This design comes from an exercise in tuning for small area on the open sky130 flow, not from production work. Function was checked by simulation only, so behaviour that the tests miss may differ from the original. The clock input has no modelled driver; a real chip could not lean on it and would need a root buffer or a full tree. Power is estimated from default activity; no workload was simulated.

==> run E <==
==> flow/design.v (excerpt) <==
module report_tx(
	input clk,
	input rst,
	input [55:0] frame,
	input send_frame,
	input send_nosig,
	output tx,
	output frame_done,
	output nosig_done
    );
	reg act_q;
	reg [5:0] b_q;
	reg [6:0] s_q;
	reg [9:0] p_q;
	wire act_d;
	wire [5:0] b_d;
	wire [6:0] s_d;
	wire [9:0] p_d;
	report_tx_logic L(.rst(rst), .frame(frame), .send_frame(send_frame),
		.send_nosig(send_nosig), .act_q(act_q), .b_q(b_q), .s_q(s_q), .p_q(p_q),
		.act_d(act_d), .b_d(b_d), .s_d(s_d), .p_d(p_d),
		.tx(tx), .frame_done(frame_done), .nosig_done(nosig_done));
	always @(posedge clk) begin
		act_q <= act_d;
		b_q <= b_d;
		s_q <= s_d;
		p_q <= p_d;
	end
endmodule
export LEC_CHECK = 0
export CAP_MARGIN = 0
export CORE_MARGIN = 2
export CORE_UTILIZATION = 40
export SLEW_MARGIN = 0
create_clock -name core_clock -period 10.0 [get_ports {clk}]
standard.sh (not shown) runs the stock make flow with config.mk's settings and CLKGATE_MAP_FILE= SYNTH_SCRIPT=/design/flow/synth_recipe.tcl, a recipe that flattens the netlist after the stock synthesis.
==> flow/flow/run.sh <==
#!/bin/bash
# Layout flow: the standard flow (standard.sh) with these changes:
#  - synthesis is run once per ABC mapping script in flow/abc_*.script
#    (area-oriented scripts; adders are left to ABC: no ADDER_MAP_FILE),
#    and the run with the smallest cell area is kept.  Only the mapping of
#    the combinational logic differs between runs; the registers are the
#    standard synthesis's.
#  - port buffers are the smallest buffer cell (buf_1)
#  - the clock tree is a single clock buffer (flow/my_clkbuf.tcl) placed
#    at the centre of the registers, in place of clock_tree_synthesis; the
#    clock port drives only this buffer, and every register gets the clock
#    from it
# Each run's full output goes to a log file in this folder.
set -euo pipefail
W=$PWD
rm -rf "$W/scripts"
cp -r "$FLOW_HOME/scripts" "$W/scripts"
cp "$W/flow/my_clkbuf.tcl" "$W/scripts/my_clkbuf.tcl"
grep -q '^log_cmd clock_tree_synthesis {\*}$cts_args$' "$W/scripts/cts.tcl"
sed -i 's|^log_cmd clock_tree_synthesis {\*}$cts_args$|source $::env(SCRIPTS_DIR)/my_clkbuf.tcl\nbench_single_clock_buffer sky130_fd_sc_hd__clkbuf_16|' "$W/scripts/cts.tcl"
grep -q '^my_single_clock_buffer' "$W/scripts/cts.tcl"
best=""
bestarea=""
for sc in "$W"/flow/abc_*.script; do
  n=$(basename "$sc" .script)
  cp "$sc" "$W/scripts/abc_speed.script"
  cp "$sc" "$W/scripts/abc_area.script"
  rm -rf "$W/orfs"
  if bash standard.sh synth SCRIPTS_DIR="$W/scripts" ADDER_MAP_FILE= > "$W/synth_$n.log" 2>&1; then
    a=$(grep -h "Chip area for module" "$W"/orfs/reports/*/*/*/synth_stat.txt | awk '{print $NF}')
    echo "$n $a" >> "$W/synth_areas.log"
    if [[ -z "$best" ]] || awk -v a="$a" -v b="$bestarea" 'BEGIN{exit !(a<b)}'; then
      best=$n; bestarea=$a
    fi
    rm -rf "$W/orfs_$n"; mv "$W/orfs" "$W/orfs_$n"
  fi
done
echo "best $best $bestarea" >> "$W/synth_areas.log"
rm -rf "$W/orfs"
mv "$W/orfs_$best" "$W/orfs"
cp "$W/flow/$best.script" "$W/scripts/abc_speed.script"
cp "$W/flow/$best.script" "$W/scripts/abc_area.script"
for d in "$W"/orfs_abc_*; do rm -rf "$d"; done
bash standard.sh finish SCRIPTS_DIR="$W/scripts" ADDER_MAP_FILE= \
  BUFFER_PORTS_ARGS="-buffer_cell sky130_fd_sc_hd__buf_1" > "$W/layout.log" 2>&1
Other scripts of this flow, unchanged in this note and not shown: flow/flow/abc_1.script, flow/flow/abc_2.script, flow/flow/abc_3.script, flow/flow/abc_4.script, flow/flow/abc_5.script, flow/flow/abc_6.script, flow/flow/my_clkbuf.tcl
==> run M: changes against run E <==
--- a/flow/flow/run.sh
+++ b/flow/flow/run.sh
@@ -6,7 +6,7 @@
 #    the combinational logic differs between runs; the registers are the
 #    standard synthesis's.
 #  - port buffers are the smallest buffer cell (buf_1)
-#  - the clock tree is a single clock buffer (flow/my_clkbuf.tcl) placed
+#  - the clock tree is a single buffer (buf_12) (flow/my_clkbuf.tcl) placed
 #    at the centre of the registers, in place of clock_tree_synthesis; the
 #    clock port drives only this buffer, and every register gets the clock
 #    from it
@@ -17,7 +17,7 @@
 cp -r "$FLOW_HOME/scripts" "$W/scripts"
 cp "$W/flow/my_clkbuf.tcl" "$W/scripts/my_clkbuf.tcl"
 grep -q '^log_cmd clock_tree_synthesis {\*}$cts_args$' "$W/scripts/cts.tcl"
-sed -i 's|^log_cmd clock_tree_synthesis {\*}$cts_args$|source $::env(SCRIPTS_DIR)/my_clkbuf.tcl\nbench_single_clock_buffer sky130_fd_sc_hd__clkbuf_16|' "$W/scripts/cts.tcl"
+sed -i 's|^log_cmd clock_tree_synthesis {\*}$cts_args$|source $::env(SCRIPTS_DIR)/my_clkbuf.tcl\nbench_single_clock_buffer sky130_fd_sc_hd__buf_12|' "$W/scripts/cts.tcl"
 grep -q '^my_single_clock_buffer' "$W/scripts/cts.tcl"
 best=""
 bestarea=""
Settings changed: CAP_MARGIN 0 to 20, GPL_TIMING_DRIVEN set to 0, SLEW_MARGIN 0 to 20.
==> run P: changes against run E <==
Settings changed: CAP_MARGIN 0 to 20, SLEW_MARGIN 0 to 20.
==> run A: changes against run E <==
Settings changed: CAP_MARGIN 0 to 20, GPL_TIMING_DRIVEN set to 0, SLEW_MARGIN 0 to 20.
==> notes <==
Run A finished with timing, DRC and antenna clean. Run P went through all stages and came out clean. Run E completed with no timing, DRC or antenna violations. Run M completed without violations. In final cell count, run A and run M do not differ. Against run E, the clock power of run M is lower by about 5%. Against run E, the sequential power of run M is higher by about 3%. In sequential cell count, run A and run P do not differ. Area after synthesis is the same in run P and run E. Of run A and run E, run E has the higher fmax (gap about 1.8%, measured against run E). Combinational power: run A is smaller than run E (about 3%). Of run A and run M, run A has the higher core utilization (gap 0.12 points).
==> figures <==
Run status: run A complete, no violations; run P complete, no violations; run E complete, no violations; run M complete, no violations
Setup slack after placement: run A 4100 ps; run P 4190 ps; run E 4190 ps; run M 4100 ps
Violation count after the first detailed-routing iteration: run A 245; run P 216; run E 216; run M 258
Sum of routed wire segments on met1: run A 2600 um; run P 2590 um; run E 2590 um; run M 2560 um
Largest net degree at the start of global routing: run A 29; run P 28; run E 28; run M 29
F_max: run A 170 MHz; run P 173 MHz; run E 173 MHz; run M 170 MHz
M1 GR Usage: run A 0.371; run P 0.354; run E 0.354; run M 0.371
Fraction of standard cell area in multi-input logic: run A 0.597; run P 0.593; run E 0.593; run M 0.599
Aggregate routed wire length: run A 5360 um; run P 5510 um; run E 5510 um; run M 5340 um
Fraction of the core area covered by cells at the end of the flow: run A 0.496; run P 0.499; run E 0.499; run M 0.494
Peak per-stage delay on the critical path: run A 440 ps; run P 400 ps; run E 400 ps; run M 440 ps
Share of total power in combinational logic: run A 0.438; run P 0.449; run E 0.449; run M 0.439
Net switching fraction of the power: run A 0.416; run P 0.416; run E 0.416; run M 0.419
Power drawn by the clock network: run A 41.9 uW; run P 42.1 uW; run E 42.1 uW; run M 40.2 uW
Share of layout cells above drive strength 1: run A 0.00329; run P 0.00980; run E 0.00980; run M 0.00329
Part of the total power dissipated in the clock network: run A 0.124; run P 0.124; run E 0.124; run M 0.119
Wire length of the first global-routing pass: run A 8410 um; run P 8530 um; run E 8530 um; run M 8380 um
DR WL met3: run A 437 um; run P 541 um; run E 541 um; run M 456 um
In every run of this note, the design's own scripts or RTL, not TritonCTS, make the clock network.

-- what the ideal ports hide --
The results above use ideal ports. As a check the final layouts listed here were re-extracted and re-timed, cells and wires unchanged. Step 1: set_driving_cell puts a clkbuf_16 on clk and a buf_2 on each other input, an assumption about the parent block. Step 2, shift: input delay + t, output delay - t, t = (earliest + latest rising clock arrival at the registers) / 2. This alone moves slack from input paths to output paths. a / b / c = ideal ports / drivers / drivers and shift; a / b = the first two.
| run | shift t [ns] | setup WS [ns] | hold WS [ns] | latest minus earliest clock arrival (ns) |
|---|---|---|---|---|
| run E | 0.177 | 4.226 / 4.203 / 4.203 | 0.452 / 0.452 / 0.452 | 0.002 / 0.002 |
| run M | 0.154 | 4.130 / 4.108 / 4.108 | 0.447 / 0.447 / 0.447 | 0.002 / 0.002 |
| run P | 0.177 | 4.226 / 4.203 / 4.203 | 0.452 / 0.452 / 0.452 | 0.002 / 0.002 |
| run A | 0.182 | 4.120 / 4.099 / 4.099 | 0.448 / 0.448 / 0.448 | 0.003 / 0.004 |
After both steps setup and hold are still met in every run listed.
